Context: an optimization exercise on an open-source flow, tuned for small area and a short achievable clock period. The choices shown serve that exercise and are no tape-out recipe.
At most, simulation tests tie the RTL to the original design; equivalence was not proved.
Only the layout flow was run in runs 2 to 5; the RTL was not checked for function there.

<file path="flow/design.v">
module rca #(parameter W = 16) (
  input  [W-1:0] a, b,
  input          ci,
  output [W-1:0] s
);
  wire [W:0] c;
  assign c[0] = ci;
  genvar j;
  generate
    for (j = 0; j < W; j = j + 1) begin : b_
      assign s[j] = a[j] ^ b[j] ^ c[j];
      assign c[j+1] = (a[j] & b[j]) | (c[j] & (a[j] ^ b[j]));
    end
  endgenerate
endmodule
module cstage #(parameter I = 0) (
  input  [15:0] x, y,
  output [15:0] xn, yn
);
  wire d = y[15];
  wire [31:0] ye = {{16{y[15]}}, y};
  wire [31:0] xe = {{16{x[15]}}, x};
  wire [15:0] ys = ye[15+I:I];
  wire [15:0] xs = xe[15+I:I];
  rca #(16) ax (.a(x), .b(ys ^ {16{d}}),  .ci(d),  .s(xn));
  rca #(16) ay (.a(y), .b(xs ^ {16{~d}}), .ci(~d), .s(yn));
endmodule
module cstage_late #(parameter I = 11) (
  input  [15:0] x, y,
  output [15:0] xn, yn
);
  localparam L = 16 - I;   
  wire d = y[15];
  wire [L-2:0] ox = y[14:I] ^ {(L-1){d}};
  wire [I:0] xu = x[15:L-1];
  wire [I:0] fx;
  wire [L-1:0] oy = x[15:I] ^ {L{~d}};
  wire [L:0] yl = {1'b0, y[L-1:0]} + {1'b0, oy} + {{L{1'b0}}, ~d};
  wire e = oy[L-1];
  wire inc = yl[L] & ~e;
  wire dec = ~yl[L] & e;
  wire [I-1:0] yu = y[15:L];
  wire [I-1:0] fy;
  genvar j;
  generate
    for (j = 0; j < I; j = j + 1) begin : f
      if (j == 0) begin : z
        assign fy[j] = inc | dec;
      end else begin : o
        assign fy[j] = (inc & (&yu[j-1:0])) | (dec & ~(|yu[j-1:0]));
      end
    end
  endgenerate
  assign yn = {yu ^ fy, yl[L-1:0]};
  wire [L-1:0] xs = {1'b0, x[L-2:0]} + {1'b0, ox} + {{(L-1){1'b0}}, d};
  wire c = xs[L-1];
  generate
    for (j = 0; j <= I; j = j + 1) begin : g
      if (j == 0) begin : z
        assign fx[j] = c;
      end else begin : o
        assign fx[j] = c & (&xu[j-1:0]);
      end
    end
  endgenerate
  assign xn = {xu ^ fx, xs[L-2:0]};
endmodule
module cordic_vec(clk,a0,b0,r,ang);
  input signed [15:0] a0,b0;
  input clk;
  output signed [15:0] r,ang;
  reg [15:0] x0r, y0r;
  always @(posedge clk) begin
    x0r <= a0;
    y0r <= b0;
  end
  genvar k;
  generate
    for (k = 1; k <= 11; k = k + 1) begin : st
      wire [15:0] xi, yi, xo, yo;
      wire [k-1:0] di;
      reg [15:0] x, y;
      reg [k-1:0] d;
      if (k == 1) begin : f
        assign xi = x0r;
        assign yi = y0r;
      end else begin : n
        assign xi = st[k-1].x;
        assign yi = st[k-1].y;
        assign di[k-2:0] = st[k-1].d;
      end
      assign di[k-1] = yi[15];
      cstage #(k-1) cs (.x(xi), .y(yi), .xn(xo), .yn(yo));
      always @(posedge clk) begin
        x <= xo;
        y <= yo;
        d <= di;
      end
    end
  endgenerate
  wire [15:0] x12, y12, x13, y13;
  cstage_late #(11) c11 (.x(st[11].x), .y(st[11].y), .xn(x12), .yn(y12));
  cstage_late #(12) c12 (.x(x12), .y(y12), .xn(x13), .yn(y13));
  reg [15:0] x13r, y13r;
  reg [12:0] d13r;
  always @(posedge clk) begin
    x13r <= x13;
    y13r <= y13;
    d13r <= {y12[15], st[11].y[15], st[11].d};
  end
  wire [15:0] x14, y14, x15, y15;
  cstage_late #(13) c13 (.x(x13r), .y(y13r), .xn(x14), .yn(y14));
  cstage_late #(14) c14 (.x(x14), .y(y14), .xn(x15), .yn(y15));
  wire [15:0] x16 = x15 + {15'd0, y15[15]};
  reg [15:0] x16r;
  reg [15:0] dr;
  always @(posedge clk) begin
    x16r <= x16;
    dr <= {y15[15], y14[15], y13r[15], d13r};
  end
  wire neg = x16r[15];
  wire [14:0] u = x16r[14:0] ^ {15{neg}};
  wire [18:0] t9 = {4'd0, u} + {1'b0, u, 3'd0};
  wire [15:0] zs = 16'd34361
    + ({16{dr[0]}}  & 16'd41072) + ({16{dr[1]}}  & 16'd12396)
    + ({16{dr[2]}}  & 16'd37456) + ({16{dr[3]}}  & 16'd51276)
    + ({16{dr[4]}}  & 16'd58376) + ({16{dr[5]}}  & 16'd61956)
    + ({16{dr[6]}}  & 16'd63746) + ({16{dr[7]}}  & 16'd64640)
    + ({16{dr[8]}}  & 16'd65088) + ({16{dr[9]}}  & 16'd65312)
    + ({16{dr[10]}} & 16'd65424) + ({16{dr[11]}} & 16'd65480)
    + ({16{dr[12]}} & 16'd65510) + ({16{dr[13]}} & 16'd65522)
    + ({16{dr[14]}} & 16'd65530) + ({16{dr[15]}} & 16'd65534);
  reg [18:0] t9r;
  reg negr;
  reg [15:0] zr;
  always @(posedge clk) begin
    t9r <= t9;
    negr <= neg;
    zr <= zs;
  end
  wire [21:0] t45 = {3'd0, t9r} + {1'b0, t9r, 2'd0};
  wire [29:0] s = {11'd0, t9r} + {7'd0, t9r, 4'd0} + {5'd0, t9r, 6'd0}
                + {1'd0, t9r, 10'd0} + {17'd0, t45[21:9]}
                + (negr ? 30'h3fffe6e6 : 30'd8);
  reg [15:0] rr, angr;
  always @(posedge clk) begin
    rr <= s[29:14] ^ {16{negr}};
    angr <= zr;
  end
  assign r = rr;
  assign ang = angr;
endmodule
</file>
<file path="flow/run.sh">
#!/bin/bash
# synth_recipe.tcl (not shown) runs the flow's synth.tcl, then flattens the netlist and writes it again
# the make line also repeats each setting of config.mk as NAME=value (left out here)
make -C /OpenROAD-flow-scripts/flow DESIGN_CONFIG=/design/flow/config.mk WORK_HOME=/design/flow/orfs CLKGATE_MAP_FILE= SYNTH_SCRIPT=/design/flow/synth_recipe.tcl finish
</file>
<file path="flow/constraint.sdc">
create_clock -name core_clock -period 32.0 [get_ports {clk}]
set_input_delay 6.4000 -clock core_clock [delete_from_list [all_inputs] [get_ports {clk}]]
set_output_delay 6.4000 -clock core_clock [all_outputs]
set_load 0.01 [all_outputs]
</file>
<file path="flow/config.mk">
export PLATFORM = sky130hd
export DESIGN_NAME = cordic_vec
export DESIGN_NICKNAME = cordic_vec
export VERILOG_FILES = /design/flow/design.v
export SDC_FILE = /design/flow/constraint.sdc
export NUM_CORES = 4
export LEC_CHECK = 0
export CAP_MARGIN = 20
export CORE_MARGIN = 2
export CORE_UTILIZATION = 40
export SLEW_MARGIN = 20
</file>
==> results.py, run 1 <==
metrics = {
    "place": {
        "dpl_worst_slack_ps": 24640,
        "placed_cells": 3980,
        "post-dp-hpwl_mm": 41.1,
        "port_buffers": 63,
        "place.gp.congestion": 0.810,
    },
    "setup_path": {
        "critPathLaunchType": "register",
        "critPathTopFamily": "buffers and inverters",
        "cp_max_fo": 1,
        "slowest_delay_ps": 530,
        "path_class": "reg -> out",
        "reg2reg_slack_ps": 24720,
        "cp.required_ps": 25600,
        "crit_arrival_ps": 1460,
        "r2r-end": "st[10].y[15]",
        "critPathBufInv": 1,
        "r2r.worst_path.cells": 16,
        "r2r-start": "st[9].y[15]",
        "worst_path_max_delay_cell": "clkdlybuf4s50_1",
        "end_kind": "output pin",
        "cp_cell_sequence": "clkdlybuf4s50_1",
    },
    "die": {
        "die_h_um": 288,
        "die_x_um": 288,
        "row_count": 104,
        "dieArea_um2": 83000,
        "start_util_pct": 40.3,
        "io_pins": 65,
        "core_um2": 80200,
    },
    "global_routing": {
        "grt_pass1_vias": 19200,
        "grt_remaining_overflow": 0,
        "grt_util_all_layers_pct": 13.4,
        "antenna_found_initial": 0,
        "grt_pass1_wl_mm": 90.9,
        "grt_max_degree": 35,
    },
    "min_path": {
        "whs_path_depth": 0,
        "min_from": "st[7].d[4]",
        "min_to": "st[8].d[4]",
        "hold_class": "reg -> reg",
    },
    "final_layout": {
        "diodes": 0,
        "final-seq-area_um2": 11900,
        "fin_util_pct": 45.3,
        "drive_gt1_share_pct": 5.04,
        "fin_cells": 4097,
        "multi_input_area_um2": 17500,
        "nets": 3628,
        "mostFrequentLayoutCell": "inv_1",
        "layout_common_cells": "inv_1, dfxtp_1, fa_1",
        "fillers": 7516,
        "area_growth_pct": 12.5,
    },
    "clocking": {
        "post-cts-setup-buffers": 0,
        "cts-root-buf": "clkbuf_16",
        "numClockSinks": 593,
        "ctsResizeCount": 0,
        "cts_tree": "done",
        "cts_max_level": 3,
        "clk_pin_slew_worst_paths_ps": 60,
        "clock_latency_ps": 630,
        "ctsHoldBuffers": 0,
        "numCtsBuffers": 67,
        "cts_buffer_depth": 3,
    },
    "logic_synthesis": {
        "avgSynthCellArea_um2": 11.1,
        "synth_cell_types": 90,
        "yosysSeqAreaShare_pct": 36.8,
        "synth-seq-cells": 593,
        "ys_async_sr_fraction_pct": 0,
        "ys.flop_type": "dfxtp_1",
        "synth_edf_count": 0,
        "syn_inst": 2900,
        "synth_area_um2": 32300,
        "syn_nets": 3539,
        "yosysWarnings": 1,
    },
    "route": {
        "routed_wl_mm": 51.8,
        "drcViolationCount": 0,
        "viasPerCell": 4.32,
        "wl_per_cell_um": 12.6,
        "num_vias": 17700,
        "first_pass_iters": 5,
        "drtAntennaViolNets": 0,
        "drt_iter0_drc": 562,
    },
    "sta": {
        "timing.final.ws_setup_ps": 24140,
        "finClkSkew_ps": 46.5,
        "post-route-period-util_pct": 24.5,
        "worst_slew_pin_slew_ps": 989,
        "max_slew_margin_pct": 33.9,
        "fin_tns_setup_ps": 0,
        "fmax_ghz": 0.127,
        "finalHoldViolations": 0,
        "final.min_clock_period_ps": 7860,
        "setup_violations": 0,
        "finalMaxSlewViolations": 0,
        "rsz0062_at_grt": "false",
    },
    "job": {
        "cap_viol_max_count": 0,
    },
    "status": {
        "status": "no timing/DRC/antenna violations",
    },
}
-- registers in the layout (all words and copies together), names as in the netlist, 16 cells and up --
signal,flops
st.y,176
dr,16
st.x,176
x16r,16
rr,16
x13r,16
st.d,66
y0r,16
y13r,16
x0r,16
t9r,19
-- how the worst max path moves through the flow --
stage / start / to / slack [ps] / depth (start not counted)
after global placement: st[9].y[15] / st[10].y[15] / 24740 / 16
after detailed placement: st[9].y[15] / st[10].y[15] / 24640 / 16
after global routing: rr[0] / r[0] / 24100 / 1
after CTS: angr[9] / ang[9] / 24090 / 1
after floorplan: st[9].y[15] / st[10].y[15] / 24780 / 18
final: angr[9] / ang[9] / 24140 / 1
-- cell usage after synthesis, types with 20 or more instances --
cell type	number	share of area (%)
xor2_1	229	6.2
fa_1	392	24
nor3_1	31	0.48
nor2_1	60	0.70
o21ai_0	27	0.42
xnor2_1	209	5.7
mux2i_1	20	0.62
dfxtp_1	593	37
nand2_1	56	0.65
a21oi_1	63	0.98
inv_1	708	8.2
clkbuf_1	34	0.40
ha_1	214	8.3
-- cells by family after synthesis --
| group | share of synthesized area (%) |
|---|---|
| AOI/OAI and AO/OA | 4.11 |
| xor gates and xnor gates | 12.0 |
| adders and majority gates | 32.6 |
| buffers and inverters | 8.96 |
| DFF | 36.8 |
| muxes | 0.620 |
| other | 0.0116 |
| and+or+nand+nor | 4.89 |
-- area by class of cell --
cell class | instances | area share (%)
Clock buffer | 83 | 4.92
Inverter | 709 | 7.33
Clock inverter | 34 | 1.20
Sequential cell | 593 | 32.7
Tap cell | 1060 | 3.65
Timing Repair Buffer | 75 | 1.98
Multi-Input combinational cell | 1543 | 48.2
-- per-layer routing --
metal / global-route usage [%] / vias up / share of wire, %
met3: 2.14 / 84 / 3.2
li1: - / 8929 / -
met5: 0 / - / 0
met2: 23.8 / 179 / 50
met1: 16.6 / 8502 / 45
met4: 4.37 / 0 / 2.3
-- worst reg2reg max path, stage by stage, from the launching register on --
cell     delay, ps
dfxtp_1        760
xor2_1         190
fa_1           480
fa_1           440
fa_1           430
fa_1           430
fa_1           450
fa_1           430
fa_1           440
fa_1           440
fa_1           430
fa_1           420
fa_1           430
fa_1           420
fa_1           430
fa_1           410
xor2_1         150
-- stage by stage --
stage | hold WS (ps) | area, µm²
2_1_floorplan | 310 | 32300
3_3_place_gp | 310 | 34100
3_5_place_dp | 312 | 34100
4_1_cts | 306 | 36300
5_1_grt | 306 | 36300
6_report | 312 | 36300
==> run 2, diff against run 1 <==
--- a/flow/design.v
+++ b/flow/design.v
@@ -18,10 +18,8 @@
   output [15:0] xn, yn
 );
   wire d = y[15];
-  wire [31:0] ye = {{16{y[15]}}, y};
-  wire [31:0] xe = {{16{x[15]}}, x};
-  wire [15:0] ys = ye[15+I:I];
-  wire [15:0] xs = xe[15+I:I];
+  wire [15:0] ys = $signed(y) >>> I;
+  wire [15:0] xs = $signed(x) >>> I;
   rca #(16) ax (.a(x), .b(ys ^ {16{d}}),  .ci(d),  .s(xn));
   rca #(16) ay (.a(y), .b(xs ^ {16{~d}}), .ci(~d), .s(yn));
 endmodule
@@ -139,9 +137,12 @@
     zr <= zs;
   end
   wire [21:0] t45 = {3'd0, t9r} + {1'b0, t9r, 2'd0};
-  wire [29:0] s = {11'd0, t9r} + {7'd0, t9r, 4'd0} + {5'd0, t9r, 6'd0}
-                + {1'd0, t9r, 10'd0} + {17'd0, t45[21:9]}
-                + (negr ? 30'h3fffe6e6 : 30'd8);
+  wire signed [29:0] s = $signed({11'd0, t9r})
+                       + $signed({7'd0, t9r, 4'd0})
+                       + $signed({5'd0, t9r, 6'd0})
+                       + $signed({1'd0, t9r, 10'd0})
+                       + $signed({17'd0, t45[21:9]})
+                       + (negr ? -30'sd6426 : 30'sd8);
   reg [15:0] rr, angr;
   always @(posedge clk) begin
     rr <= s[29:14] ^ {16{negr}};
==> results.py, run 2 <==
metrics = {
    "status": {
        "status": "no timing/DRC/antenna violations",
    },
    "setup_path": {
        "critPathLaunchType": "register",
        "critPathTopFamily": "buffers and inverters",
        "slowest_delay_ps": 520,
        "end_kind": "output pin",
        "path_class": "reg -> out",
        "critPathBufInv": 1,
        "crit_arrival_ps": 1450,
        "worst_path_max_delay_cell": "clkdlybuf4s50_1",
        "cp.required_ps": 25600,
        "cp_max_fo": 1,
        "cp_cell_sequence": "clkdlybuf4s50_1",
    },
    "clocking": {
        "numCtsBuffers": 68,
        "ctsResizeCount": 0,
        "clock_latency_ps": 630,
        "numClockSinks": 593,
        "cts_max_level": 3,
        "post-cts-setup-buffers": 0,
        "cts-root-buf": "clkbuf_16",
        "cts_tree": "done",
        "ctsHoldBuffers": 0,
        "clk_pin_slew_worst_paths_ps": 60,
        "cts_buffer_depth": 3,
    },
    "logic_synthesis": {
        "synth_commonest_cells": "inv_1, dfxtp_1, fa_1, xnor2_1, xor2_1",
        "synth-seq-cells": 593,
        "ys.flop_type": "dfxtp_1",
        "synthAdderAreaFrac_pct": 32.7,
        "synth_cell_types": 78,
        "synth_area_leaders": "dfxtp_1, fa_1, ha_1",
        "synth_compound_area_share_pct": 3.79,
        "synth.area.mux_share_pct": 0.916,
        "yosysWarnings": 1,
        "synth_area_leader_cell": "dfxtp_1",
        "post-synth-top-count-cell": "inv_1",
        "synth_xor_area_share_pct": 12.3,
        "avgSynthCellArea_um2": 11.1,
        "netlist.area_leader.share_pct": 36.8,
        "synth_edf_count": 0,
        "synth_area_um2": 32200,
        "ys_async_sr_fraction_pct": 0,
        "syn_nets": 3541,
        "yosys.area_share.simple_pct": 4.62,
        "yosysSeqAreaShare_pct": 36.8,
        "syn_inst": 2902,
        "synth_top_family_by_area": "adder cells",
    },
    "route": {
        "viasPerCell": 4.29,
        "drcViolationCount": 0,
        "drt_iter0_drc": 541,
        "wl_per_cell_um": 12.5,
        "first_pass_iters": 5,
        "wirelength_met1_mm": 22.9,
        "top_layer_used": "met4",
        "wl_met3_mm": 1.60,
        "dr_wl_met2_mm": 25.6,
        "drtAntennaViolNets": 0,
        "num_vias": 17600,
        "routed_wl_mm": 51.2,
    },
    "min_path": {
        "hold_class": "reg -> reg",
    },
    "sta": {
        "max_slew_margin_pct": 32.3,
        "fmax_ghz": 0.127,
        "finalMaxSlewViolations": 0,
        "worst_slew_pin_slew_ps": 1020,
        "final.min_clock_period_ps": 7850,
        "rsz0062_at_grt": "false",
        "fin_tns_setup_ps": 0,
        "timing.final.ws_setup_ps": 24150,
        "finalHoldViolations": 0,
        "post-route-period-util_pct": 24.5,
        "finClkSkew_ps": 47.7,
        "setup_violations": 0,
    },
    "final_layout": {
        "mostFrequentLayoutCell": "inv_1",
        "fin_cells": 4102,
        "largest_registers": "st.x x176, st.y x176, st.d x66",
        "diodes": 0,
        "multi_input_area_um2": 17500,
        "nets": 3628,
        "drive_gt1_share_pct": 5.00,
        "fillers": 7569,
        "layout_common_cells": "inv_1, dfxtp_1, fa_1",
        "final-seq-area_um2": 11900,
        "area_growth_pct": 12.9,
        "fin_util_pct": 45.4,
    },
    "place": {
        "place.gp.congestion": 0.820,
        "post-dp-hpwl_mm": 41.4,
        "port_buffers": 63,
        "dpl_worst_slack_ps": 24430,
        "placed_cells": 3979,
    },
    "die": {
        "die_h_um": 288,
        "die_x_um": 288,
        "start_util_pct": 40.2,
        "core_um2": 80200,
        "io_pins": 65,
        "dieArea_um2": 82900,
        "row_count": 104,
    },
    "global_routing": {
        "grt_max_degree": 35,
        "grt_remaining_overflow": 0,
        "grt_util_all_layers_pct": 13.3,
        "grt_pass1_vias": 19200,
        "antenna_found_initial": 0,
        "grt_pass1_wl_mm": 90.4,
    },
    "job": {
        "cap_viol_max_count": 0,
    },
}
==> run 2: cell count changes after synthesis, moves of 7 or more <==
cell,before,now
xnor2_1,209,229
and3_1,9,19
clkbuf_1,34,44
xor2_1,229,221
a21oi_1,63,53
nand3_1,19,32
nor3_1,31,21
nand4_1,18,11
==> run 2: final cells by class <==
type | instances | area share [%]
clock buffers | 90 | 5.23
clock inverters | 33 | 1.22
inverters | 703 | 7.25
multi-input cells | 1549 | 48.1
flip-flops and latches | 593 | 32.6
well taps | 1060 | 3.64
repair buffers | 74 | 1.96
==> run 2: layer usage <==
metal | track usage, % | vias up
met4 | 4.02 | 0
met1 | 16.5 | 8462
li1 | - | 8901
met2 | 23.7 | 188
met3 | 2.19 | 67
met5 | 0 | -
==> run 2: path summary, 6_finish.rpt <==
path,startpoint,cells past startpoint,slack (ps),endpoint
hold / removal,st[9].d[0],0,300,st[10].d[0]
setup reg to reg,t9r[7],24,24410,rr[14]
setup / recovery,angr[3],1,24150,ang[3]
hold reg to reg,st[9].d[0],0,300,st[10].d[0]
==> run 2: worst reg2reg max path, cell delays in order (launching register included) <==
cell	delay, ps
dfxtp_1	550
ha_1	330
a2111oi_0	360
o21ai_0	280
a31oi_1	360
o21ai_0	250
o211a_1	310
o21a_1	200
o21a_1	210
o22ai_1	160
xor2_1	240
fa_1	480
fa_1	540
inv_1	50
fa_1	430
ha_1	300
nand2_1	60
or3_1	410
or3_1	360
o211ai_1	300
a311oi_1	280
o21a_1	260
or3_1	350
a311oi_1	280
xnor2_1	160
==> run 2: cell families (layout without fill, tap and decap cells) <==
group	Yosys count	in the layout
AOI/OAI and AO/OA	184	184
xor gates and xnor gates	451	451
adders and majority gates	607	607
buffers and inverters	760	900
other	1	1
and+or+nand+nor	278	278
DFF	593	593
muxes	28	28
==> run 2: metrics by stage <==
| stage | hold slack (ps) | instance area (µm²) |
|---|---|---|
| after floorplan | 310 | 32200 |
| after global placement | 310 | 34100 |
| after detailed placement | 312 | 34100 |
| after CTS | 294 | 36400 |
| after global routing | 308 | 36400 |
| final | 299 | 36400 |
==> run 3, diff against run 2 <==
--- a/flow/design.v
+++ b/flow/design.v
@@ -22,46 +22,6 @@
   wire [15:0] xs = $signed(x) >>> I;
   rca #(16) ax (.a(x), .b(ys ^ {16{d}}),  .ci(d),  .s(xn));
   rca #(16) ay (.a(y), .b(xs ^ {16{~d}}), .ci(~d), .s(yn));
-endmodule
-module cstage_late #(parameter I = 11) (
-  input  [15:0] x, y,
-  output [15:0] xn, yn
-);
-  localparam L = 16 - I;   
-  wire d = y[15];
-  wire [L-2:0] ox = y[14:I] ^ {(L-1){d}};
-  wire [I:0] xu = x[15:L-1];
-  wire [I:0] fx;
-  wire [L-1:0] oy = x[15:I] ^ {L{~d}};
-  wire [L:0] yl = {1'b0, y[L-1:0]} + {1'b0, oy} + {{L{1'b0}}, ~d};
-  wire e = oy[L-1];
-  wire inc = yl[L] & ~e;
-  wire dec = ~yl[L] & e;
-  wire [I-1:0] yu = y[15:L];
-  wire [I-1:0] fy;
-  genvar j;
-  generate
-    for (j = 0; j < I; j = j + 1) begin : f
-      if (j == 0) begin : z
-        assign fy[j] = inc | dec;
-      end else begin : o
-        assign fy[j] = (inc & (&yu[j-1:0])) | (dec & ~(|yu[j-1:0]));
-      end
-    end
-  endgenerate
-  assign yn = {yu ^ fy, yl[L-1:0]};
-  wire [L-1:0] xs = {1'b0, x[L-2:0]} + {1'b0, ox} + {{(L-1){1'b0}}, d};
-  wire c = xs[L-1];
-  generate
-    for (j = 0; j <= I; j = j + 1) begin : g
-      if (j == 0) begin : z
-        assign fx[j] = c;
-      end else begin : o
-        assign fx[j] = c & (&xu[j-1:0]);
-      end
-    end
-  endgenerate
-  assign xn = {xu ^ fx, xs[L-2:0]};
 endmodule
 module cordic_vec(clk,a0,b0,r,ang);
   input signed [15:0] a0,b0;
@@ -97,8 +57,8 @@
     end
   endgenerate
   wire [15:0] x12, y12, x13, y13;
-  cstage_late #(11) c11 (.x(st[11].x), .y(st[11].y), .xn(x12), .yn(y12));
-  cstage_late #(12) c12 (.x(x12), .y(y12), .xn(x13), .yn(y13));
+  cstage #(11) c11 (.x(st[11].x), .y(st[11].y), .xn(x12), .yn(y12));
+  cstage #(12) c12 (.x(x12), .y(y12), .xn(x13), .yn(y13));
   reg [15:0] x13r, y13r;
   reg [12:0] d13r;
   always @(posedge clk) begin
@@ -107,8 +67,8 @@
     d13r <= {y12[15], st[11].y[15], st[11].d};
   end
   wire [15:0] x14, y14, x15, y15;
-  cstage_late #(13) c13 (.x(x13r), .y(y13r), .xn(x14), .yn(y14));
-  cstage_late #(14) c14 (.x(x14), .y(y14), .xn(x15), .yn(y15));
+  cstage #(13) c13 (.x(x13r), .y(y13r), .xn(x14), .yn(y14));
+  cstage #(14) c14 (.x(x14), .y(y14), .xn(x15), .yn(y15));
   wire [15:0] x16 = x15 + {15'd0, y15[15]};
   reg [15:0] x16r;
   reg [15:0] dr;
==> results.py, run 3 <==
metrics = {
    "status": {
        "status": "no timing/DRC/antenna violations",
    },
    "min_path": {
        "hold_class": "reg -> reg",
    },
    "sta": {
        "fin_tns_setup_ps": 0,
        "fmax_ghz": 0.0698,
        "max_slew_margin_pct": 30.4,
        "setup_violations": 0,
        "finalMaxSlewViolations": 0,
        "post-route-period-util_pct": 44.8,
        "worst_slew_pin_slew_ps": 1040,
        "finClkSkew_ps": 39.2,
        "finalHoldViolations": 0,
        "final.min_clock_period_ps": 14330,
        "rsz0062_at_grt": "false",
    },
    "clocking": {
        "clock_latency_ps": 620,
        "post-cts-setup-buffers": 0,
        "cts_max_level": 3,
        "ctsHoldBuffers": 0,
        "cts_tree": "done",
        "numCtsBuffers": 69,
        "cts_buffer_depth": 3,
        "clk_pin_slew_worst_paths_ps": 60,
        "ctsResizeCount": 0,
        "cts-root-buf": "clkbuf_16",
        "numClockSinks": 593,
    },
    "final_layout": {
        "diodes": 0,
        "nets": 3494,
        "area_growth_pct": 14.1,
        "final-seq-area_um2": 11900,
        "layout_common_cells": "inv_1, dfxtp_1, fa_1",
        "drive_gt1_share_pct": 5.34,
        "fillers": 7159,
        "multi_input_area_um2": 16800,
        "largest_registers": "st.x x176, st.y x176, st.d x66",
        "mostFrequentLayoutCell": "inv_1",
    },
    "logic_synthesis": {
        "ys_async_sr_fraction_pct": 0,
        "yosysSeqAreaShare_pct": 37.8,
        "synth_commonest_cells": "inv_1, dfxtp_1, fa_1, ha_1, xnor2_1",
        "syn_nets": 3377,
        "synth_area_leaders": "dfxtp_1, fa_1, ha_1",
        "avgSynthCellArea_um2": 11.8,
        "ys.flop_type": "dfxtp_1",
        "synth_cell_types": 51,
        "synth_area_um2": 31400,
        "synth-seq-cells": 593,
        "synth_edf_count": 0,
        "netlist.area_leader.share_pct": 37.8,
        "synth_area_leader_cell": "dfxtp_1",
        "syn_inst": 2658,
        "post-synth-top-count-cell": "inv_1",
        "yosysWarnings": 1,
    },
    "route": {
        "drcViolationCount": 0,
        "wl_per_cell_um": 12.9,
        "drt_iter0_drc": 403,
        "drtAntennaViolNets": 0,
        "viasPerCell": 4.22,
        "first_pass_iters": 6,
        "routed_wl_mm": 49.9,
        "num_vias": 16300,
    },
    "global_routing": {
        "antenna_found_initial": 0,
        "grt_util_all_layers_pct": 13.4,
        "grt_remaining_overflow": 0,
        "grt_pass1_wl_mm": 88.3,
        "grt_max_degree": 35,
        "grt_pass1_vias": 18800,
    },
    "setup_path": {
        "cp.required_ps": 32500,
        "cp_max_fo": 10,
        "reg2reg_slack_ps": 17670,
        "end_kind": "register",
        "crit_arrival_ps": 14830,
        "critPathLaunchType": "register",
        "cpMostUsedCell": "fa_1",
        "slowest_delay_ps": 610,
        "worst_path_max_delay_cell": "dfxtp_1",
        "path_class": "reg -> reg",
    },
    "place": {
        "place.gp.congestion": 0.822,
        "port_buffers": 63,
        "post-dp-hpwl_mm": 40.2,
    },
    "die": {
        "die_h_um": 284,
        "die_x_um": 284,
        "io_pins": 65,
        "dieArea_um2": 80800,
        "core_um2": 77600,
        "start_util_pct": 40.5,
        "row_count": 102,
    },
    "job": {
        "cap_viol_max_count": 0,
    },
}
==> run 3: cell types whose count changed after synthesis, moves of 14 or more <==
cell      delta
fa_1        +42
ha_1        +38
xnor2_1     -34
nand2_1     -29
xor2_1      -27
nand3_1     -23
clkbuf_1    -19
nor2_1      -18
a21oi_1     -14
and3_1      -14
==> run 3: final timing paths <==
check	startpoint	to	depth (start not counted)
hold / removal	zr[12]	angr[12]	0
hold reg to reg	zr[12]	angr[12]	0
setup / recovery	st[11].y[15]	y13r[15]	33
setup reg to reg	st[11].y[15]	y13r[15]	33
==> run 3: kinds of logic after synthesis <==
family / share of synthesized area (%)
buffers and inverters: 8.87
adder cells (fa/ha/maj): 37.7
XOR/XNOR: 10.8
AND/OR/NAND/NOR: 1.76
other: 0.0119
flip-flops: 37.8
AO/OA/AOI/OAI: 2.58
multiplexers: 0.482
==> run 3: per-stage QoR <==
stage               utilization, %  hold WS (ps)  setup slack (ps)  area, µm²  cells
floorplan                        -           310             18210      31400   2658
global placement              43.0           310             17720      33400   3744
detailed placement            43.0           312             17570      33400   3744
CTS                           46.2           322             17510      35900   3870
global route                  46.2           322             17030      35900   3870
finish                        46.2           320             17670      35900   3870
==> run 3: cell type report <==
| class | instances | area share, % |
|---|---|---|
| Multi-Input combinational cell | 1323 | 46.8 |
| Sequential cell | 593 | 33.1 |
| Inverter | 709 | 7.42 |
| Clock buffer | 87 | 5.34 |
| Tap cell | 1040 | 3.63 |
| Timing Repair Buffer | 79 | 2.09 |
| Clock inverter | 39 | 1.65 |
==> run 3: worst max-delay path: cells and delay by family, from the launching register on <==
family	cells	cell delay (ps)
AO/OA/AOI/OAI	1	220
XOR/XNOR	2	710
adder cells (fa/ha/maj)	28	12380
buffers and inverters	1	80
flip-flops	1	610
multiplexers	1	220
==> run 3: per-layer routing <==
metal	vias up	track usage [%]	wire, µm
met5	-	0	0
met4	0	5.04	1500
met3	89	2.49	1820
met2	176	24.8	26000
met1	8052	15.2	20500
li1	8031	-	-
==> run 4, diff against run 3 <==
==> flow/design.v (replaced) <==
module cordic_vec(clk,a0,b0,r,ang);
  input signed [15:0] a0,b0;
  input clk;
  output signed [15:0] r,ang;
  reg signed [15:0] x0r, y0r;
  always @(posedge clk) begin
    x0r <= a0;
    y0r <= b0;
  end
  genvar k;
  generate
    for (k = 1; k <= 12; k = k + 1) begin : st
      wire signed [15:0] xi, yi;
      wire [k-1:0] di;
      reg signed [15:0] x, y;
      reg [k-1:0] d;
      if (k == 1) begin : f
        assign xi = x0r;
        assign yi = y0r;
      end else begin : n
        assign xi = st[k-1].x;
        assign yi = st[k-1].y;
        assign di[k-2:0] = st[k-1].d;
      end
      assign di[k-1] = yi[15];
      always @(posedge clk) begin
        if (yi[15]) begin
          x <= xi - (yi >>> (k-1));
          y <= yi + (xi >>> (k-1));
        end else begin
          x <= xi + (yi >>> (k-1));
          y <= yi - (xi >>> (k-1));
        end
        d <= di;
      end
    end
  endgenerate
  wire signed [15:0] x12 = st[12].x, y12 = st[12].y;
  wire d12 = y12[15];
  wire signed [15:0] x13 = d12 ? x12 - (y12 >>> 12) : x12 + (y12 >>> 12);
  wire signed [15:0] y13 = d12 ? y12 + (x12 >>> 12) : y12 - (x12 >>> 12);
  wire d13 = y13[15];
  wire signed [15:0] x14 = d13 ? x13 - (y13 >>> 13) : x13 + (y13 >>> 13);
  wire signed [15:0] y14 = d13 ? y13 + (x13 >>> 13) : y13 - (x13 >>> 13);
  wire d14 = y14[15];
  wire signed [15:0] x15 = d14 ? x14 - (y14 >>> 14) : x14 + (y14 >>> 14);
  wire signed [15:0] y15 = d14 ? y14 + (x14 >>> 14) : y14 - (x14 >>> 14);
  reg signed [15:0] x15r;
  reg [15:0] dr;
  always @(posedge clk) begin
    x15r <= x15;
    dr <= {y15[15], d14, d13, d12, st[12].d};
  end
  wire [15:0] x16 = x15r + {15'd0, dr[15]};
  wire neg = x16[15];
  wire [14:0] u = x16[14:0] ^ {15{neg}};
  wire [18:0] t9 = {4'd0, u} + {1'b0, u, 3'd0};
  wire [15:0] zs = 16'd34361
    + ({16{dr[0]}}  & 16'd41072) + ({16{dr[1]}}  & 16'd12396)
    + ({16{dr[2]}}  & 16'd37456) + ({16{dr[3]}}  & 16'd51276)
    + ({16{dr[4]}}  & 16'd58376) + ({16{dr[5]}}  & 16'd61956)
    + ({16{dr[6]}}  & 16'd63746) + ({16{dr[7]}}  & 16'd64640)
    + ({16{dr[8]}}  & 16'd65088) + ({16{dr[9]}}  & 16'd65312)
    + ({16{dr[10]}} & 16'd65424) + ({16{dr[11]}} & 16'd65480)
    + ({16{dr[12]}} & 16'd65510) + ({16{dr[13]}} & 16'd65522)
    + ({16{dr[14]}} & 16'd65530) + ({16{dr[15]}} & 16'd65534);
  reg [18:0] t9r;
  reg negr;
  reg [15:0] zr;
  always @(posedge clk) begin
    t9r <= t9;
    negr <= neg;
    zr <= zs;
  end
  wire [24:0] t585 = {6'd0, t9r} + {t9r, 6'd0};
  wire [28:0] w = {4'd0, t585} + {t585, 4'd0};
  wire [21:0] t45 = {3'd0, t9r} + {1'b0, t9r, 2'd0};
  wire signed [29:0] s = $signed({1'b0, w}) + $signed({17'd0, t45[21:9]})
                       + (negr ? -30'sd6426 : 30'sd8);
  reg [15:0] rr, angr;
  always @(posedge clk) begin
    rr <= s[29:14] ^ {16{negr}};
    angr <= zr;
  end
  assign r = rr;
  assign ang = angr;
endmodule
==> results.py, run 4 <==
metrics = {
    "clocking": {
        "numClockSinks": 591,
        "clock_latency_ps": 630,
        "numCtsBuffers": 71,
        "cts-root-buf": "clkbuf_16",
        "ctsHoldBuffers": 0,
        "clk_pin_slew_worst_paths_ps": 60,
        "post-cts-setup-buffers": 0,
        "cts_tree": "done",
        "cts_max_level": 3,
        "cts_buffer_depth": 3,
        "ctsResizeCount": 0,
    },
    "die": {
        "row_count": 120,
        "core_um2": 107000,
        "dieArea_um2": 110000,
        "die_h_um": 331,
        "io_pins": 65,
        "start_util_pct": 40.2,
        "die_x_um": 331,
    },
    "final_layout": {
        "largest_register_ff_count": 192,
        "largest_registers": "st.y x192, st.x x191, st.d x78",
        "mostFrequentLayoutCell": "ha_1",
        "layout_common_cells": "ha_1, dfxtp_1, inv_1",
        "largest-register": "st.y",
        "drive_gt1_share_pct": 3.87,
        "area_growth_pct": 10.9,
        "nets": 5708,
        "diodes": 0,
    },
    "min_path": {
        "min_to": "st[12].d[0]",
        "hold_class": "reg -> reg",
        "whs_path_depth": 0,
        "min_from": "st[11].d[0]",
    },
    "route": {
        "viasPerCell": 4.96,
        "first_pass_iters": 6,
        "drtAntennaViolNets": 0,
        "num_vias": 31600,
        "wl_per_cell_um": 13.9,
        "routed_wl_mm": 88.5,
        "drcViolationCount": 0,
        "drt_iter0_drc": 1477,
    },
    "setup_path": {
        "cp_max_fo": 11,
        "r2r.worst_path.cells": 36,
        "crit_arrival_ps": 9960,
        "worst_path_max_delay_cell": "xor2_1",
        "critPathLaunchType": "register",
        "end_kind": "register",
        "r2r-end": "dr[15]",
        "critPathTopFamily": "compound AO/OA/AOI/OAI gates",
        "critical_path_depth": 36,
        "slowest_delay_ps": 730,
        "path_class": "reg -> reg",
        "r2r-start": "st[12].x[14]",
        "reg2reg_slack_ps": 22590,
        "critPathBufInv": 2,
        "cp.required_ps": 32550,
        "cpMostUsedCell": "a21oi_1",
    },
    "logic_synthesis": {
        "yosysWarnings": 1,
        "ys.flop_type": "dfxtp_1",
        "synth_area_um2": 42800,
        "post-synth-top-count-cell": "ha_1",
        "netlist.area_leader.share_pct": 27.6,
        "syn_nets": 5625,
        "synth_cell_types": 89,
        "syn_inst": 4825,
        "yosysSeqAreaShare_pct": 27.6,
        "synth_area_leaders": "dfxtp_1, ha_1, xnor2_1",
        "avgSynthCellArea_um2": 8.87,
        "synth_area_leader_cell": "dfxtp_1",
        "ys_async_sr_fraction_pct": 0,
        "synth-seq-cells": 591,
        "synth_commonest_cells": "ha_1, dfxtp_1, inv_1, xnor2_1, a21oi_1",
        "synth_edf_count": 0,
    },
    "sta": {
        "fmax_ghz": 0.106,
        "finalHoldViolations": 0,
        "worst_slew_pin_slew_ps": 966,
        "rsz0062_at_grt": "false",
        "setup_violations": 0,
        "finClkSkew_ps": 18.0,
        "timing.final.ws_setup_ps": 22590,
        "fin_tns_setup_ps": 0,
        "max_slew_margin_pct": 33.9,
        "final.min_clock_period_ps": 9410,
        "post-route-period-util_pct": 29.4,
        "finalMaxSlewViolations": 0,
    },
    "job": {
        "cap_viol_max_count": 0,
    },
    "global_routing": {
        "grt_max_degree": 43,
        "grt_pass1_vias": 30600,
        "grt_remaining_overflow": 0,
        "busiest_layer": "met2",
        "gr-usage-met2_pct": 26.9,
        "grtUsageMet1_pct": 22.0,
        "use_met3_pct": 2.17,
        "antenna_found_initial": 0,
        "grt_util_all_layers_pct": 16.3,
        "grt_pass1_wl_mm": 149,
    },
    "status": {
        "status": "no timing/DRC/antenna violations",
    },
    "place": {
        "dpl_worst_slack_ps": 22760,
        "port_buffers": 63,
        "place.gp.congestion": 0.832,
        "post-dp-hpwl_mm": 71.6,
    },
}
==> run 4: cell types whose count changed in the layout (fill, tap and decap cells not counted), sizes merged, moves of 234 or more <==
cell | before | now
o21ai | 19 | 253
fa | 434 | 118
nor2 | 41 | 409
ha | 252 | 649
a21oi | 39 | 425
xnor2 | 195 | 471
==> run 4: final cells by class <==
cell class              count  area [µm²]
multi-input cells        3646       28800
clock inverters            33         434
well taps                1403        1760
repair buffers             76         728
flip-flops and latches    591       11800
inverters                 522        1960
fillers                 10400       59100
clock buffers              93        2020
==> run 4: worst max-delay path by stage <==
stage	startpoint	to	slack, ps
2_1_floorplan	st[12].x[14]	dr[15]	23950
3_5_place_dp	st[12].x[14]	x15r[15]	22760
4_1_cts	st[12].x[14]	x15r[15]	22740
3_3_place_gp	st[12].x[14]	x15r[15]	22880
5_1_grt	st[12].x[14]	dr[15]	21950
6_report	st[12].x[14]	dr[15]	22590
==> run 4: cells by family (layout without fill, tap and decap cells) <==
family,count (synthesis),in the layout,share of synthesized area [%]
mux,48,48,1.25
xor+xnor,637,637,13.2
fa+ha+maj,770,770,24.6
other cells,1,1,0.00876
compound gates,1178,1178,17.1
simple gates,1012,1012,11.1
buf+inv,588,724,5.23
flops,591,591,27.6
==> run 4: layer usage <==
| metal | vias to the layer above | routed length (µm) |
|---|---|---|
| li1 | 16700 | - |
| met1 | 14400 | 44300 |
| met2 | 369 | 39400 |
| met3 | 121 | 2580 |
| met4 | 0 | 2190 |
| met5 | - | 0 |
==> run 4: through the flow <==
step           hold WS (ps)  util (%)  std cells  area [µm²]
2_1_floorplan           310         -       4825       42800
3_3_place_gp            310      42.2       6238       45000
3_5_place_dp            312      42.2       6238       45000
4_1_cts                 320      44.5       6364       47500
5_1_grt                 324      44.5       6364       47500
6_report                320      44.5       6364       47500
==> run 5, diff against run 4 <==
==> flow/design.v (replaced) <==
		module cordic_vec(clk,a0,b0,r,ang);
input signed[15:0]a0,b0;
input clk;
  output signed [15:0]r,ang;
  wire signed [15:0] a1,a2,a3,a4,a5,a6,a7,a8,a9,a10,a11,a12,a13,a14,a15,a16;
  wire signed [15:0] b1,b2,b3,b4,b5,b6,b7,b8,b9,b10,b11,b12,b13,b14,b15,b16;
  wire signed [15:0] angle_x1,angle_x2,angle_x3,angle_x4,angle_x5,angle_x6,angle_x7,angle_x8,angle_x9,angle_x10,angle_x11,angle_x12,angle_x13,angle_x14,angle_x15,angle_x16;
wire signed [15:0] v = 16'd0607;
  vec k1(clk,a0,b0,b0,4'b0,16'b0,a1,b1,angle_x1);
  vec k2(clk,a1,b1,b1,4'd1,angle_x1,a2,b2,angle_x2);
  vec k3(clk,a2,b2,b2,4'd2,angle_x2,a3,b3,angle_x3);
  vec k4(clk,a3,b3,b3,4'd3,angle_x3,a4,b4,angle_x4);
  vec k5(clk,a4,b4,b4,4'd4,angle_x4,a5,b5,angle_x5);
  vec k6(clk,a5,b5,b5,4'd5,angle_x5,a6,b6,angle_x6);
  vec k7(clk,a6,b6,b6,4'd6,angle_x6,a7,b7,angle_x7);
  vec k8(clk,a7,b7,b7,4'd7,angle_x7,a8,b8,angle_x8);
  vec k9(clk,a8,b8,b8,4'd8,angle_x8,a9,b9,angle_x9);
  vec k10(clk,a9,b9,b9,4'd9,angle_x9,a10,b10,angle_x10);
  vec k11(clk,a10,b10,b10,4'd10,angle_x10,a11,b11,angle_x11);
  vec k12(clk,a11,b11,b11,4'd11,angle_x11,a12,b12,angle_x12);
  vec k13(clk,a12,b12,b12,4'd12,angle_x12,a13,b13,angle_x13);
  vec k14(clk,a13,b13,b13,4'd13,angle_x13,a14,b14,angle_x14);
  vec k15(clk,a14,b14,b14,4'd14,angle_x14,a15,b15,angle_x15);
  vec k16(clk,a15,b15,b15,4'd15,angle_x15,a16,b16,angle_x16);
assign  r=v*a16/1000;
assign ang=angle_x16;
endmodule
  module vec(clk,a,b,z,i,angle_y,af,bf,angle_x);
    input signed [15:0]a,b,angle_y,z;
  input clk;
  input [3:0]i;
  output reg signed [15:0]af,bf,angle_x;
    wire [15:0]angle[15:0];
  assign angle[0]=16'd45000;
  assign angle[1]=16'd26570;
  assign angle[2]=16'd14040;
  assign angle[3]=16'd7130;
  assign angle[4]=16'd3580;
  assign angle[5]=16'd1790;
  assign angle[6]=16'd0895;
  assign angle[7]=16'd0448;
  assign angle[8]=16'd0224;
  assign angle[9]=16'd0112;
  assign angle[10]=16'd0056;
  assign angle[11]=16'd0028;
  assign angle[12]=16'd0013;
  assign angle[13]=16'd0007;
  assign angle[14]=16'd0003;
  assign angle[15]=16'd0001;
  always@(posedge clk)
    begin
      if(z < 0)  
   begin
     af<= a - (b>>>i);
     bf<= b + (a>>>i);
     angle_x<=angle_y-angle[i];
     end
  else
    begin
      af<=a+(b>>>i);
      bf<=b-(a>>>i);
      angle_x<=angle_y+angle[i];
      end
    end 
endmodule
==> results.py, run 5 <==
metrics = {
    "logic_synthesis": {
        "ys_async_sr_fraction_pct": 0,
        "avgSynthCellArea_um2": 8.87,
        "synth_area_leader_cell": "dfxtp_1",
        "synth_commonest_cells": "ha_1, inv_1, dfxtp_1, a21oi_1, xnor2_1",
        "synth_area_um2": 54200,
        "synth-seq-cells": 699,
        "synth_area_leaders": "dfxtp_1, ha_1, xnor2_1",
        "yosysWarnings": 1,
        "netlist.area_leader.share_pct": 25.8,
        "synth_edf_count": 0,
        "post-synth-top-count-cell": "ha_1",
        "syn_inst": 6109,
        "yosysSeqAreaShare_pct": 25.8,
        "syn_nets": 7045,
        "ys.flop_type": "dfxtp_1",
        "synth_cell_types": 148,
    },
    "clocking": {
        "numClockSinks": 699,
        "ctsResizeCount": 0,
        "cts_max_level": 3,
        "post-cts-setup-buffers": 0,
        "cts_tree": "done",
        "clock_latency_ps": 660,
        "cts_buffer_depth": 3,
        "ctsHoldBuffers": 0,
        "clk_pin_slew_worst_paths_ps": 70,
        "cts-root-buf": "clkbuf_16",
        "numCtsBuffers": 78,
    },
    "final_layout": {
        "mostFrequentLayoutCell": "ha_1",
        "layout_common_cells": "ha_1, inv_1, dfxtp_1",
        "final-seq-area_um2": 14000,
        "area_growth_pct": 9.43,
        "drive_gt1_share_pct": 4.94,
        "diodes": 0,
        "fillers": 13100,
        "fin_util_pct": 43.9,
        "multi_input_area_um2": 36900,
        "nets": 7116,
    },
    "global_routing": {
        "grt_pass1_wl_mm": 190,
        "grt_pass1_vias": 39200,
        "antenna_found_initial": 0,
        "grt_util_all_layers_pct": 16.4,
        "grt_remaining_overflow": 0,
        "grt_max_degree": 57,
    },
    "min_path": {
        "hold_class": "reg -> reg",
    },
    "setup_path": {
        "end_kind": "output pin",
        "cp_max_fo": 14,
        "worst_path_max_delay_cell": "a2111oi_0",
        "critPathBufInv": 6,
        "critPathTopFamily": "compound AO/OA/AOI/OAI gates",
        "critPathLaunchType": "register",
        "crit_arrival_ps": 22520,
        "slowest_delay_ps": 870,
        "cp.required_ps": 25600,
        "path_class": "reg -> out",
    },
    "sta": {
        "finalMaxSlewViolations": 0,
        "worst_slew_pin_slew_ps": 1090,
        "fmax_ghz": 0.0346,
        "max_slew_margin_pct": 25.7,
        "rsz0062_at_grt": "false",
        "setup_violations": 0,
        "finClkSkew_ps": 38.1,
        "fin_tns_setup_ps": 0,
        "post-route-period-util_pct": 90.4,
        "final.min_clock_period_ps": 28920,
        "finalHoldViolations": 0,
    },
    "route": {
        "drt_iter0_drc": 1876,
        "drtAntennaViolNets": 0,
        "num_vias": 40600,
        "routed_wl_mm": 114,
        "viasPerCell": 5.06,
        "wl_per_cell_um": 14.2,
        "drcViolationCount": 0,
        "first_pass_iters": 6,
    },
    "die": {
        "start_util_pct": 40.2,
        "die_h_um": 372,
        "io_pins": 65,
        "dieArea_um2": 138000,
        "die_x_um": 372,
        "row_count": 135,
        "core_um2": 135000,
    },
    "place": {
        "place.gp.congestion": 0.866,
        "post-dp-hpwl_mm": 93.5,
        "port_buffers": 63,
    },
    "status": {
        "status": "no timing/DRC/antenna violations",
    },
    "job": {
        "cap_viol_max_count": 0,
    },
}
-- run 5: cell count changes after synthesis, sizes merged, moves of 51 or more --
cell / change
a21oi: +266
nor2: -51
xor2: +145
inv: +209
dfxtp: +108
a21o: +93
a21boi: -62
xnor2: +121
ha: +135
o21bai: +121
-- run 5: worst reg2reg max path, stage by stage, from the launching register on --
cell and delay [ps]:
dfxtp_1 940, nor2b_1 390, ha_1 450, inv_1 40, o21ai_0 280, a21oi_1 110
o21ai_0 290, a21oi_1 110, o21ai_0 320, a21oi_1 120, o21ai_0 270, a21oi_1 120
o21ai_0 250, a21oi_1 120, o21bai_1 210, a21o_1 160, a21oi_1 70, xnor2_1 120
-- run 5: final timing paths --
kind	start	endpoint	slack, ps	depth (start not counted)
setup / recovery	k16.af[5]	r[6]	3080	63
hold / removal	k9.angle_x[1]	k10.angle_x[1]	320	0
setup reg to reg	k13.bf[15]	k14.af[15]	27530	17
hold reg to reg	k9.angle_x[1]	k10.angle_x[1]	320	0
-- run 5: cells by family after synthesis --
logic type	count (synthesis)	synth area share, %
AOI/OAI and AO/OA	1707	20.5
and+or+nand+nor	991	8.89
adders and majority gates	904	22.5
xor gates and xnor gates	903	14.7
buffers and inverters	832	6.12
DFF	699	25.8
muxes	72	1.45
other	1	0.00692
-- run 5: layout make-up --
cell class / count / share of cell area [%]
Timing Repair Buffer: 91 / 1.41
Inverter: 732 / 4.63
Clock inverter: 28 / 0.568
Clock buffer: 109 / 3.81
Sequential cell: 699 / 23.6
Multi-Input combinational cell: 4578 / 62.2
Tap cell: 1781 / 3.76
-- run 5: per-layer routing --
metal	part of all wire, %	vias up	GRT usage, %
li1	-	21200	-
met4	2.0	0	3.72
met5	0	-	0
met2	47	504	28.4
met1	48	18700	21.5
met3	2.9	150	2.18
-- run 5: stage by stage --
step	instances	cell area, µm²	worst slack, ps	hold slack (ps)
2_1_floorplan	6109	54200	7560	310
3_3_place_gp	7881	56700	4480	310
3_5_place_dp	7881	56700	4130	312
4_1_cts	8018	59300	3300	308
5_1_grt	8018	59300	1400	327
6_report	8018	59300	3080	315

-- port drivers added, routing unchanged --
How much do the figures lean on ideal ports? The routed layouts below were timed once more, with nothing changed but the port constraints. Step 1: set_driving_cell puts a clkbuf_16 on clk and a buf_2 on each other input, an assumption about the parent block. Step 2 moves the port delays by t, midway between the first and last clock arrival at a register: inputs arrive t later, outputs are due t later. That takes back most of the time a late clock gives input paths. Three values: ideal ports, drivers, drivers and shift; two values: the first two.
| run | t (ns) | setup WS [ns] | worst hold slack (ns) | worst register clock-pin slew, ns |
|---|---|---|---|---|
| run 1 | 0.666 | 24.144 / 24.084 / 24.715 | 0.312 / 0.312 / 0.312 | 0.06 / 0.06 |
| run 2 | 0.663 | 24.153 / 24.097 / 24.412 | 0.299 / 0.299 / 0.299 | 0.06 / 0.06 |
| run 3 | 0.666 | 17.667 / 17.667 / 17.667 | 0.320 / 0.320 / 0.320 | 0.06 / 0.06 |
| run 4 | 0.685 | 22.590 / 22.590 / 22.590 | 0.320 / 0.320 / 0.320 | 0.06 / 0.06 |
| run 5 | 0.712 | 3.084 / 3.015 / 3.726 | 0.315 / 0.315 / 0.315 | 0.07 / 0.07 |
After both steps every run listed still meets setup and hold.
